Source: an optimization exercise on an open RTL-to-GDS flow (aim: small area). Production flows keep margins and buffers that such runs may drop.
Only simulation tests tie the RTL to the original design; equivalence was not proved.
Power is estimated from default activity; no workload was simulated.

`design/flow/config.mk`:
```
export PLATFORM = sky130hd
export DESIGN_NAME = mojo_top
export DESIGN_NICKNAME = mojo_top
export VERILOG_FILES = /design/flow/design.v
export SDC_FILE = /design/flow/constraint.sdc
export NUM_CORES = 4
export LEC_CHECK = 0
export CAP_MARGIN = 20
export CORE_MARGIN = 2
export CORE_UTILIZATION = 65
export SLEW_MARGIN = 20
```
`design/flow/constraint.sdc`:
```
create_clock -name core_clock -period 10.0 [get_ports {clk}]
set_input_delay 2.0000 -clock core_clock [delete_from_list [all_inputs] [get_ports {clk}]]
set_output_delay 2.0000 -clock core_clock [all_outputs]
set_load 0.01 [all_outputs]
```
`design/flow/design.v`:
```
module mojo_top(
    input clk,
    input rst_n,
    input cclk,
    output [7:0] led,
    input button,
    input uart_rx,
    output uart_tx,
    output pwmSignal_1,
    output pwmSignal_2,
    output pwmSignal_3,
    output pwmSignal_4
    );
wire rst = ~rst_n;
reg [19:0] ctr;
always @(posedge clk)
    if (rst) ctr <= 20'hF5B08;                  
    else ctr <= ctr + 1'b1;
wire blk  = (ctr[17:8] == 10'h35B);
wire tick = ~rst & ~ctr[18] & blk & (ctr[7:0] == 8'h07);   
wire [2:0] ph = ctr[2:0];
wire ph0 = (ph == 3'd0);
wire ph7 = (ph == 3'd7);
wire g8 = (ctr[7:0] == 8'd8);                   
wire mbit = ctr[4'd8 + ph];
wire pw_set = g8 & blk & ctr[19] & ctr[18];     
wire pw_clr = g8 & (ctr[19:16] == 4'd0);
localparam [12:0] CB = 13'd7782, CA = 13'd7718, CT = 13'd4245;
localparam [12:0] CM = 13'b1111100111011;
reg rx_q;
reg [3:0] rn;
reg [12:0] rctr;
reg [3:0] nib;      
reg [3:0] motor;    
wire r_idle = ~rn[3] & ~rn[2] & ~rn[0];
wire r_high = rn[3] & rn[2];
wire r_run  = ~r_idle & ~r_high;
wire r_term = ((rctr ^ CT) & CM) == 13'd0;
wire r_smp  = r_run & r_term;
wire r_low  = ~rn[3];
wire r_exp  = ~rn[1];
always @(posedge clk) begin
    rx_q <= uart_rx;
    if (rst | (r_high & rx_q)) rn <= 4'd2;
    else if (r_smp | (r_idle & ~rx_q)) rn <= rn + 1'b1;
    if (r_idle) rctr <= CA;
    else if (r_term) rctr <= CB;
    else rctr <= {rctr[0] ^ rctr[3], rctr[12:1]};
    if (r_smp) begin
        if (r_low) nib <= {rx_q, nib[3:1]};
        else if (rx_q != r_exp) begin
            nib[3] <= 1'b1;
            nib[0] <= 1'b1;
        end
    end
    if (rst) motor <= 4'd15;
    else if (r_high) motor <= nib;
end
reg [2:0] ledc;
reg hi;
assign led = {5'b00110, ledc};
always @(posedge clk)
    if (rst) begin
        ledc <= 3'd0; hi <= 1'b1;
    end else if (tick) begin
        case (motor)
        4'd0: begin ledc <= 3'd0; hi <= 1'b0; end
        4'd1: begin ledc <= 3'd1; hi <= 1'b0; end
        4'd2: begin ledc <= 3'd2; hi <= 1'b0; end
        4'd3: begin ledc <= 3'd3; hi <= 1'b0; end
        4'd4: begin ledc <= 3'd4; hi <= 1'b0; end
        4'd5: begin ledc <= 3'd1; hi <= 1'b1; end
        4'd6: begin ledc <= 3'd2; hi <= 1'b1; end
        4'd7: begin ledc <= 3'd3; hi <= 1'b1; end
        4'd8: begin ledc <= 3'd4; hi <= 1'b1; end
        default: begin ledc <= 3'd0; hi <= 1'b1; end
        endcase
    end
wire active = |ledc;
wire dflt = hi & ~active;
wire up = ledc[0];
wire [1:0] sel = {hi, ledc[2] | (ledc[1] & ledc[0])};
wire wblk  = blk & (~ctr[18] | ctr[19]);       
wire cpass = wblk & (ctr[7:3] == 5'd3);        
wire wpass = wblk & (ctr[7:3] == 5'd4);        
reg [7:0] r1, r2, r3, r4;                      
reg limbit;
always @(*) begin
    case ({sel, up})
    3'b001: limbit = 1'b1;                     
    3'b000: limbit = (ph == 3'd0);             
    3'b011: limbit = (ph == 3'd3) | (ph == 3'd6) | (ph == 3'd7);   
    3'b010: limbit = (ph == 3'd0) | (ph == 3'd1) | (ph == 3'd5);   
    3'b101: limbit = (ph == 3'd2) | (ph == 3'd4) | (ph == 3'd5) | (ph == 3'd7);  
    3'b100: limbit = (ph == 3'd1) | (ph == 3'd2) | (ph == 3'd6);   
    3'b111: limbit = (ph == 3'd1) | (ph == 3'd2) | (ph == 3'd3) | (ph == 3'd4) | (ph == 3'd5) | (ph == 3'd7);  
    default: limbit = (ph == 3'd3) | (ph == 3'd4) | (ph == 3'd5) | (ph == 3'd6);  
    endcase
end
reg rsel;
always @(*)
    case (sel)
    2'd0: rsel = r1[0];
    2'd1: rsel = r2[0];
    2'd2: rsel = r3[0];
    default: rsel = r4[0];
    endcase
reg k;
wire cin = ph0 ? ~k : k;
always @(posedge clk)
    if (cpass) k <= (ph0 | k) & (rsel == limbit);
    else k <= cin & (rsel == up);
wire nbit = rsel ^ cin;
wire wr   = wpass & active & (~ctr[18] | ~ctr[19]);
wire dw   = wpass & dflt;
always @(posedge clk) begin
    r1 <= {dw ? ph7 : (wr & sel == 2'd0) ? nbit : r1[0], r1[7:1]};
    r2 <= {dw ? ph7 : (wr & sel == 2'd1) ? nbit : r2[0], r2[7:1]};
    r3 <= {dw ? ph7 : (wr & sel == 2'd2) ? nbit : r3[0], r3[7:1]};
    r4 <= {dw ? ph7 : (wr & sel == 2'd3) ? nbit : r4[0], r4[7:1]};
end
reg e1, e2, e3, e4;        
reg pw1, pw2, pw3, pw4;
always @(posedge clk) begin
    e1 <= (ph0 | e1) & (r1[0] == mbit);
    e2 <= (ph0 | e2) & (r2[0] == mbit);
    e3 <= (ph0 | e3) & (r3[0] == mbit);
    e4 <= (ph0 | e4) & (r4[0] == mbit);
    pw1 <= pw_set | (pw1 & ~(pw_clr & e1));
    pw2 <= pw_set | (pw2 & ~(pw_clr & e2));
    pw3 <= pw_set | (pw3 & ~(pw_clr & e3));
    pw4 <= pw_set | (pw4 & ~(pw_clr & e4));
end
assign pwmSignal_1 = pw1;
assign pwmSignal_2 = pw2;
assign pwmSignal_3 = pw3;
assign pwmSignal_4 = pw4;
reg [3:0] tn;
reg [12:0] tctr;
reg tx_q;
wire t_idle = (~tn[3] & tn[2]);
wire t_stop = (~tn[3] & ~tn[2] & tn[0]);
wire t_term = ((tctr ^ CT) & CM) == 13'd0;
wire t_bit = (~tn[3] & tn[0]) | (~tn[2] & tn[1]) | (tn[2] & ~tn[0]);
always @(posedge clk) begin
    if (rst | (t_stop & t_term)) tn <= 4'd7;
    else if (t_idle ? ~button : t_term) tn <= tn + 1'b1;
    if (t_idle | t_term) tctr <= CB;
    else tctr <= {tctr[0] ^ tctr[3], tctr[12:1]};
    if (rst) tx_q <= 1'b1;
    else tx_q <= t_bit;
end
assign uart_tx = tx_q;
endmodule
```
`design/flow/flow/run.sh`:
```
#!/bin/bash
# Layout flow: the standard synthesis, then the combinational logic is
# re-mapped by Yosys/ABC for area (the flip-flops, their names and cell types
# stay exactly as the standard synthesis made them; several ABC scripts are
# tried and the smallest result is kept), then the standard ORFS steps from
# floorplan to finish, with clock-tree and port-buffer options.
# Each tool writes its full output to a log file of its own in this folder.
set -euo pipefail
W=$(pwd)
R=$W/orfs/results/$FLOW_PLATFORM/mojo_top/base
LIB=$FLOW_HOME/platforms/$FLOW_PLATFORM/lib/sky130_fd_sc_hd__tt_025C_1v80.lib
YOSYS=$FLOW_HOME/../tools/install/yosys/bin/yosys
[[ -x $YOSYS ]] || YOSYS=yosys

# 1. standard synthesis
bash standard.sh synth > synth.log 2>&1

# 2. re-map the combinational logic
cp "$R/1_2_yosys.v" std_synth.v
python3 flow/genmodels.py "$LIB" comb_models.v > genmodels.log 2>&1
DU=$(sed 's/^/-dont_use /' flow/dont_use.txt | tr '\n' ' ')
MAP="&dch,-f;&nf,-R,1000;&put"
abc_script() {
  case $1 in
    1) echo "" ;;
    2) echo "-script +strash;&get,-n;&fraig,-x;&put;dc2;strash;&get,-n;$MAP" ;;
    3) echo "-script +strash;&get,-n;&fraig,-x;&put;dc2;dc2;strash;&get,-n;$MAP;strash;&get,-n;$MAP" ;;
    4) echo "-script +strash;&get,-n;&fraig,-x;&put;dc2;strash;dch,-f;amap;strash;&get,-n;$MAP" ;;
    5) echo "-script +strash;dc2;&get,-n;$MAP;mfs2;strash;&get,-n;$MAP" ;;
    6) echo "-script +strash;&get,-n;&deepsyn,-T,90;$MAP" ;;
    7) echo "-script +strash;&get,-n;&deepsyn,-T,90;&put;strash;dch,-f;amap;strash;&get,-n;$MAP" ;;
    8) echo "-script +strash;&get,-n;&deepsyn,-T,90,-S,7;$MAP" ;;
  esac
}
remap() {
  local s=$1
  cat > remap_$s.ys <<EOT
read_liberty -lib $LIB
read_verilog std_synth.v
hierarchy -top $FLOW_TOP
techmap -map comb_models.v
opt_expr
opt_clean -purge
techmap
opt_expr
opt_clean -purge
abc -liberty $LIB $DU $(abc_script $s)
opt_clean -purge
setundef -zero
splitnets
opt_clean -purge
hilomap -singleton -hicell sky130_fd_sc_hd__conb_1 HI -locell sky130_fd_sc_hd__conb_1 LO
insbuf -buf sky130_fd_sc_hd__buf_4 A X
check -assert -mapped
tee -o remap_$s.stat stat -liberty $LIB
write_verilog -noattr -nohex -nodec remap_$s.v
EOT
  timeout 600 "$YOSYS" -s remap_$s.ys > remap_$s.log 2>&1 || rm -f remap_$s.stat
}
for s in 6 7 8; do remap $s & done
for s in 1 2 3 4 5; do remap $s; done
wait
# keep the smallest netlist that has exactly the standard synthesis's flip-flops
ffs() { grep -oE '^\s*sky130_fd_sc_hd__[a-z0-9]*df[a-z0-9]*_[0-9]+\s+\S+' "$1" | sed -E 's/\s+/ /g; s/^ //' | sort; }
ffs std_synth.v > std_ffs.txt
best=""; best_a=""
for s in 1 2 3 4 5 6 7 8; do
  [[ -f remap_$s.stat && -f remap_$s.v ]] || { echo "script $s: failed" >> remap.txt; continue; }
  a=$(sed -n "s/.*Chip area for module .*: \([0-9.]*\).*/\1/p" remap_$s.stat)
  if [[ -z "$a" ]] || ! ffs remap_$s.v | cmp -s - std_ffs.txt; then echo "script $s: rejected" >> remap.txt; continue; fi
  echo "script $s: area $a" >> remap.txt
  if [[ -z "$best" ]] || awk "BEGIN{exit !($a < $best_a)}"; then best=$s; best_a=$a; fi
done
if [[ -n "$best" && -s std_ffs.txt ]]; then
  echo "using script $best" >> remap.txt
  sleep 1
  cp remap_$best.v "$R/1_2_yosys.v"
else
  echo "keeping the standard netlist" >> remap.txt
fi

# 3. floorplan to finish
bash standard.sh \
  "CTS_ARGS=-sink_clustering_enable -repair_clock_nets -dont_use_dummy_load" \
  "BUFFER_PORTS_ARGS=-buffer_cell sky130_fd_sc_hd__buf_1" \
  finish > layout.log 2>&1
```
`design/flow/flow/dont_use.txt`:
```
sky130_fd_sc_hd__probe_p_8
sky130_fd_sc_hd__probec_p_8
sky130_fd_sc_hd__lpflow_bleeder_1
sky130_fd_sc_hd__lpflow_clkbufkapwr_1
sky130_fd_sc_hd__lpflow_clkbufkapwr_16
sky130_fd_sc_hd__lpflow_clkbufkapwr_2
sky130_fd_sc_hd__lpflow_clkbufkapwr_4
sky130_fd_sc_hd__lpflow_clkbufkapwr_8
sky130_fd_sc_hd__lpflow_clkinvkapwr_1
sky130_fd_sc_hd__lpflow_clkinvkapwr_16
sky130_fd_sc_hd__lpflow_clkinvkapwr_2
sky130_fd_sc_hd__lpflow_clkinvkapwr_4
sky130_fd_sc_hd__lpflow_clkinvkapwr_8
sky130_fd_sc_hd__lpflow_decapkapwr_12
sky130_fd_sc_hd__lpflow_decapkapwr_3
sky130_fd_sc_hd__lpflow_decapkapwr_4
sky130_fd_sc_hd__lpflow_decapkapwr_6
sky130_fd_sc_hd__lpflow_decapkapwr_8
sky130_fd_sc_hd__lpflow_inputiso0n_1
sky130_fd_sc_hd__lpflow_inputiso0p_1
sky130_fd_sc_hd__lpflow_inputiso1n_1
sky130_fd_sc_hd__lpflow_inputiso1p_1
sky130_fd_sc_hd__lpflow_inputisolatch_1
sky130_fd_sc_hd__lpflow_isobufsrc_1
sky130_fd_sc_hd__lpflow_isobufsrc_16
sky130_fd_sc_hd__lpflow_isobufsrc_2
sky130_fd_sc_hd__lpflow_isobufsrc_4
sky130_fd_sc_hd__lpflow_isobufsrc_8
sky130_fd_sc_hd__lpflow_isobufsrckapwr_16
sky130_fd_sc_hd__lpflow_lsbuf_lh_hl_isowell_tap_1
sky130_fd_sc_hd__lpflow_lsbuf_lh_hl_isowell_tap_2
sky130_fd_sc_hd__lpflow_lsbuf_lh_hl_isowell_tap_4
sky130_fd_sc_hd__lpflow_lsbuf_lh_isowell_4
sky130_fd_sc_hd__lpflow_lsbuf_lh_isowell_tap_1
sky130_fd_sc_hd__lpflow_lsbuf_lh_isowell_tap_2
sky130_fd_sc_hd__lpflow_lsbuf_lh_isowell_tap_4
```
`design/flow/flow/genmodels.py`:
```
# Writes a Verilog model (an assign per output) of every combinational cell
# of a liberty file, for Yosys to turn mapped cells back into logic.
# usage: python3 genmodels.py LIB OUT.v
import re,sys
lib=open(sys.argv[1]).read()
# split into cells
out=[]
for m in re.finditer(r'\n\s*cell\s*\(\s*"?(sky130_fd_sc_hd__\w+)"?\s*\)\s*\{', lib):
    name=m.group(1)
    start=m.end()
    # find matching brace
    depth=1; i=start
    while depth:
        c=lib[i]
        if c=='{': depth+=1
        elif c=='}': depth-=1
        i+=1
    body=lib[start:i]
    if re.search(r'\b(ff|latch|statetable)\s*\(', body): continue
    pins=[]
    for pm in re.finditer(r'\bpin\s*\(\s*"?(\w+)"?\s*\)\s*\{', body):
        pstart=pm.end(); d=1; j=pstart
        while d:
            c=body[j]
            if c=='{': d+=1
            elif c=='}': d-=1
            j+=1
        pb=body[pstart:j]
        dirm=re.search(r'direction\s*:\s*"?(\w+)"?', pb)
        fm=re.search(r'\bfunction\s*:\s*"([^"]*)"', pb)
        pins.append((pm.group(1), dirm.group(1) if dirm else None, fm.group(1) if fm else None))
    outs=[p for p in pins if p[1]=='output']
    ins=[p for p in pins if p[1]=='input']
    if not outs or any(o[2] is None for o in outs): continue
    def conv(f):
        f=f.replace('!','~')
        # juxtaposition AND: "A B" -> "A & B"
        f=re.sub(r'(\w|\))\s+(?=[\w(~])', r'\1 & ', f)
        return f
    ports=[p[0] for p in ins]+[o[0] for o in outs]
    s=f"module {name}({', '.join(ports)});\n"
    for p in ins: s+=f"  input {p[0]};\n"
    for o in outs: s+=f"  output {o[0]};\n  assign {o[0]} = {conv(o[2])};\n"
    s+="endmodule\n"
    out.append(s)
open(sys.argv[2],'w').write("\n".join(out))
print(len(out))
```
`design/flow/standard.sh`:
```
#!/bin/bash
# synth_recipe.tcl (not shown) runs the flow's synth.tcl, then flattens the netlist and writes it again
# the make line also repeats each setting of config.mk as NAME=value (left out here)
make -C /OpenROAD-flow-scripts/flow DESIGN_CONFIG=/design/flow/config.mk WORK_HOME=/design/flow/orfs CLKGATE_MAP_FILE= SYNTH_SCRIPT=/design/flow/synth_recipe.tcl "${@:-finish}"
```
==> impl_metrics.toml, run 1 <==
[routing]
vias_per_cell = 5.63
drt_iter0_drc = 168
vias = 2563
avgRoutedWirePerCell_um = 13.6
drc_errors = 0
first_pass_iters = 4
drtAntennaViolNets = 0
wirelength_mm = 6.20

[clocking]
cts_resized = 0
cts_buffers = 9
cts-hold-fix-buffers = 0
cts-htree-levels = 3
path_clk_slew_ns = 0.09
max-clock-path-buffers = 2
clkSinkCount = 109
cts_root_buf = "clkbuf_8"
clkLatencyLatePin_ns = 0.36
cts_tree = "yes"
cts_setup_buffers = 0

[sta]
min_period_over_period_pct = 37.1
setup_viol = 0
fmax_mhz = 270
hold_violations = 0
final.setup.tns_ns = 0
tightest_slew_ns = 0.941
rsz0062_at_grt = "no"
report.final.slew_viol_count = 0
slew_headroom_pct = 37.3
fin_skew_ns = 0.0196
final.min_clock_period_ns = 3.71
holdWs_ns = 0.309

[floorplan]
die_y_um = 79.2
num_rows = 27
io_pins = 18
dieArea_um2 = 6260
die-width_um = 79.2
start_util_pct = 67.1
core_um2 = 5470

[cells_and_area]
drive_gt1_share_pct = 2.87
antenna_cells = 0
area_delta_synth_final_pct = 5.96
fin_nets = 390
final_util_pct = 71.1

[worst_hold_path]
hold_end = "r1[5]"
hold_class = "reg2reg"
hp-start = "r1[6]"
hold-path-cell-count = 0

[global_route]
antenna_found_initial = 0
grt_pass1_wl_mm = 10.9
first_global_vias = 2456
grt-ovfl-total = 0
grt_max_degree = 26
grt.total_usage_pct = 22.1

[setup_path]
rrSetupSlack_ns = 6.64
path_cells = "buf_1 -> clkinv_1 -> nor3_1 -> a21oi_1 -> a22o_1"
start_kind = "primary input"
path_class = "in2reg"
r2r_cells = 12
cp_num_buf_inv = 2
required_ns = 10.24
r2r-end = "ctr[19]"
path_max_fanout = 25
critPathTopFamily = "buffers and inverters"
slowest_stage = "buf_1"
max_stage_delay_ns = 0.68
endpoint_kind = "register"
arrival_ns = 3.94
reg2reg_from = "ctr[0]"

[power_and_ir_drop]
comb_power_share_pct = 10.8
internal_power_mw = 0.587
clockPowerShare_pct = 26.2
max-vdd-ir-drop_mv = 0.132
switching_share_pct = 24.7
power.density_nw_per_um2 = 200
p_switching_mw = 0.192
power.leakage_nw = 1.47
sequentialPowerShare_pct = 63.0

[status]
outcome = "finished clean"

[placement]
gp_congestion = 0.818
place_hpwl_mm = 4.24
io_buffers = 11

[logic_synthesis]
syn_inst = 367
syn_area_per_cell_um2 = 10.0
yosysWarnings = 1
syn_area_um2 = 3670

[job]
maxCapViolations = 0
-- state kept, by name, summed over array words and instances (netlist names), 3 cells and up --
register / count
nib: 4
tn: 4
rn: 4
motor: 4
rctr: 13
tctr: 13
r1: 8
r3: 8
r2: 8
ledc: 3
ctr: 20
r4: 8
-- cell type report --
class | instances | area (µm²)
flip-flops and latches | 109 | 2220
fillers | 442 | 1580
multi-input cells | 244 | 1380
clock buffers | 9 | 124
well taps | 72 | 90.1
repair buffers | 11 | 41.3
inverters | 10 | 37.5
-- metal layers --
metal	global-route usage (%)	part of all wire, %	vias to the layer above
li1	-	-	1321
met1	27.8	48	1196
met2	36.4	47	35
met3	6.82	3.7	11
met4	6.72	1.2	0
met5	0	0	-
-- layout by cell type, fill, tap and decap left out, types with 2 or more instances in the layout --
cell type  count
o22a_1         4
and2_0        13
clkbuf_8       9
nor3_1        13
nand4_1        2
dfxtp_1      105
and3_1         8
nand2b_1      14
a22o_1         2
nand2_1       27
clkinv_1      10
edfxtp_1       4
conb_1         5
a21oi_1       33
or3_1          6
nor4_1         8
nor2_1        28
xnor2_1        6
xor2_1         4
nor2b_1        4
buf_1         11
o22ai_1        7
a31oi_1        6
nand3_1        8
or2_0          2
o21ai_0       24
a211oi_1       4
-- stage by stage --
stage | setup slack, ns | std cells | total power [mW] | instance area [µm²]
floorplan | 7.08 | 370 | 0.564 | 3680
global placement | 5.96 | 446 | 0.580 | 3760
detailed placement | 5.91 | 446 | 0.584 | 3760
CTS | 6.28 | 455 | 0.785 | 3880
global route | 6.09 | 455 | 0.821 | 3890
finish | 6.29 | 455 | 0.779 | 3890
-- power by group through the flow --
stage / logic, mW / clock network (mW) / registers (mW)
finish: 0.0838 / 0.204 / 0.491
global route: 0.0975 / 0.228 / 0.496
CTS: 0.0841 / 0.209 / 0.491
detailed placement: 0.0835 / 0 / 0.500
global placement: 0.0812 / 0 / 0.499
floorplan: 0.0691 / 0 / 0.495
-- worst max-delay path by stage --
stage,slack (ns),depth (start not counted),from,to
after global routing,6.09,5,rst_n,ledc[0]
after detailed placement,5.91,5,rst_n,ledc[0]
final,6.29,5,rst_n,ledc[0]
after CTS,6.28,5,rst_n,ledc[0]
after floorplan,7.08,4,rst_n,ledc[0]
after global placement,5.96,5,rst_n,ledc[1]
==> inputs of run 2 (changes only) <==
--- a/design/flow/design.v
+++ b/design/flow/design.v
@@ -55,5 +55,5 @@
     end
     if (rst) motor <= 4'd15;
-    else if (r_high) motor <= nib;
+    else if (r_high) motor <= nib;       
 end
 reg [2:0] ledc;
==> run 2 against run 1 <==
Still clean on timing, DRC and antenna. Global-route usage decreased by 1.5 points. Clock skew grew 0.0046 ns. Critical path depth increased by 9. First-iteration DRC count shrank 23%. Sequential power increased by 6.5%. Register-to-register slack worse by 0.48 ns. Critical endpoint is now ledc[1]. Highest routed layer unchanged.
==> impl_metrics.toml, run 2 <==
[status]
outcome = "finished clean"

[setup_path]
max_stage_delay_ns = 0.55
critPathTopFamily = "simple AND/OR/NAND/NOR gates"
cpMostUsedCell = "and3_1"
r2r_cells = 14
cp.depth = 14
slowest_stage = "dfxtp_1"
cp_num_buf_inv = 0
arrival_ns = 4.08
required_ns = 10.24
path_class = "reg2reg"
path_max_fanout = 13
start_kind = "register"
path_cells = "and3_1 -> and3_1 -> and3_1 -> and2_0 -> and3_1 -> nand2_1 -> nor2_1 -> and3_1 -> and3_1 -> and2_0 -> xnor2_1 -> nand3_1 -> and2_0 -> a22o_1"
endpoint_kind = "register"

[sta]
slew_headroom_pct = 46.4
setup_viol = 0
final.min_clock_period_ns = 3.84
tightest_slew_ns = 0.798
hold_violations = 0
fmax_mhz = 260
fin_ws_ns = 6.16
report.final.slew_viol_count = 0
final.setup.tns_ns = 0
fin_skew_ns = 0.0242
min_period_over_period_pct = 38.4
rsz0062_at_grt = "no"

[routing]
drtAntennaViolNets = 0
drt_iter0_drc = 130
avgRoutedWirePerCell_um = 13.4
wirelength_mm = 5.99
vias_per_cell = 5.59
drc_errors = 0
vias = 2505
first_pass_iters = 4

[global_route]
grt.total_usage_pct = 20.6
grt_pass1_wl_mm = 9.99
grt_max_degree = 32
grt-ovfl-total = 0
antenna_found_initial = 0
first_global_vias = 2254

[clocking]
cts_root_buf = "clkbuf_8"
cts_tree = "yes"
cts_buffers = 9
cts_setup_buffers = 0
clkSinkCount = 109
cts-hold-fix-buffers = 0
cts-htree-levels = 3
max-clock-path-buffers = 2
cts_resized = 0
path_clk_slew_ns = 0.10
clkLatencyLatePin_ns = 0.36

[power_and_ir_drop]
power.leakage_nw = 1.48
max-vdd-ir-drop_mv = 0.184
total_power_mw = 0.839
power.density_nw_per_um2 = 216

[placement]
io_buffers = 11
dp_cells = 439
place_hpwl_mm = 4.13
post-place-ws_ns = 6.21
place_area_um2 = 3760
gp_congestion = 0.840

[logic_synthesis]
syn_area_um2 = 3670
syn_area_per_cell_um2 = 10.2
yosysWarnings = 1
syn_inst = 359

[cells_and_area]
layout.cells.non_filler = 448
regArea_um2 = 2220
nFillCells = 442
largest_register_ff_count = 20
multi_input_area_um2 = 1390
top_regs = "ctr: 20 flops, rctr: 13 flops, tctr: 13 flops"
regMostFlops = "ctr"
fin_nets = 383
drive_gt1_share_pct = 2.93
layout_common_cells = "dfxtp_1 (105), nor2_1 (32), a21oi_1 (30)"
area_delta_synth_final_pct = 6.04
layout_commonest_cell = "dfxtp_1"
antenna_cells = 0
final_area_um2 = 3890

[floorplan]
start_util_pct = 67.0
io_pins = 18
core_um2 = 5470
die-width_um = 79.1
die_y_um = 79.1
dieArea_um2 = 6260
num_rows = 27

[job]
maxCapViolations = 0

[worst_hold_path]
hold-path-cell-count = 0
hold_class = "reg2reg"
## run 2: per-stage QoR
stage / utilization, % / hold slack [ns]
after floorplan: - / 0.310
after global placement: 68.8 / 0.311
after detailed placement: 68.8 / 0.312
after CTS: 71.1 / 0.315
after global routing: 71.1 / 0.320
final: 71.1 / 0.318
## run 2: path summary, 6_finish.rpt
check / from / to / slack (ns)
worst max-delay path: ctr[0] / ledc[1] / 6.16
worst min-delay path: r2[7] / r2[6] / 0.32
worst max register to register: ctr[0] / ledc[1] / 6.16
worst min register to register: r2[7] / r2[6] / 0.32
## run 2: layout make-up
class,count,area share (%)
Timing Repair Buffer,12,1.25
Inverter,4,0.386
Clock buffer,9,3.19
Sequential cell,109,57.1
Multi-Input combinational cell,242,35.7
Tap cell,72,2.32
## run 2: layer usage
layer	wire length (µm)	part of all wire, %	track usage (%)	vias up
li1	-	-	-	1293
met2	2840	47	32.8	36
met5	0	0	0	-
met1	2880	48	25.2	1166
met3	159	2.7	6.59	10
met4	121	2.0	10.0	0
## run 2: where the power goes
group | switching, mW | total (mW) | internal [mW]
registers | 0.0339 | 0.523 | 0.489
clock network | 0.123 | 0.204 | 0.0811
logic | 0.0613 | 0.112 | 0.0503
total | 0.218 | 0.839 | 0.621

-- static timing again, ports no longer ideal --
Ports are ideal in the flow. The routed layouts listed here were re-timed in OpenROAD.
Step 1, drivers: a clkbuf_16 drives clk and a buf_2 each remaining input, both assumed.
Step 2, shift: input delay + t, output delay - t, t = (earliest + latest rising clock arrival at the registers) / 2. This alone moves slack from input paths to output paths.
Three values: ideal, step 1, step 2; two values: the first two.
run	shift t [ns]	setup WS [ns]	worst setup path at the end	worst register clock-pin slew, ns	cell pins on the clock port's net
run 1	0.380	6.293 / 6.293 / 5.913	input to register	0.09 / 0.09	1
run 2	0.380	6.156 / 6.156 / 6.156	register to register	0.10 / 0.10	1
After both steps every run listed still meets setup and hold. For run 1, which loses most, drivers alone change the setup slack by 0.000 ns; drivers and shift together by -0.380 ns.
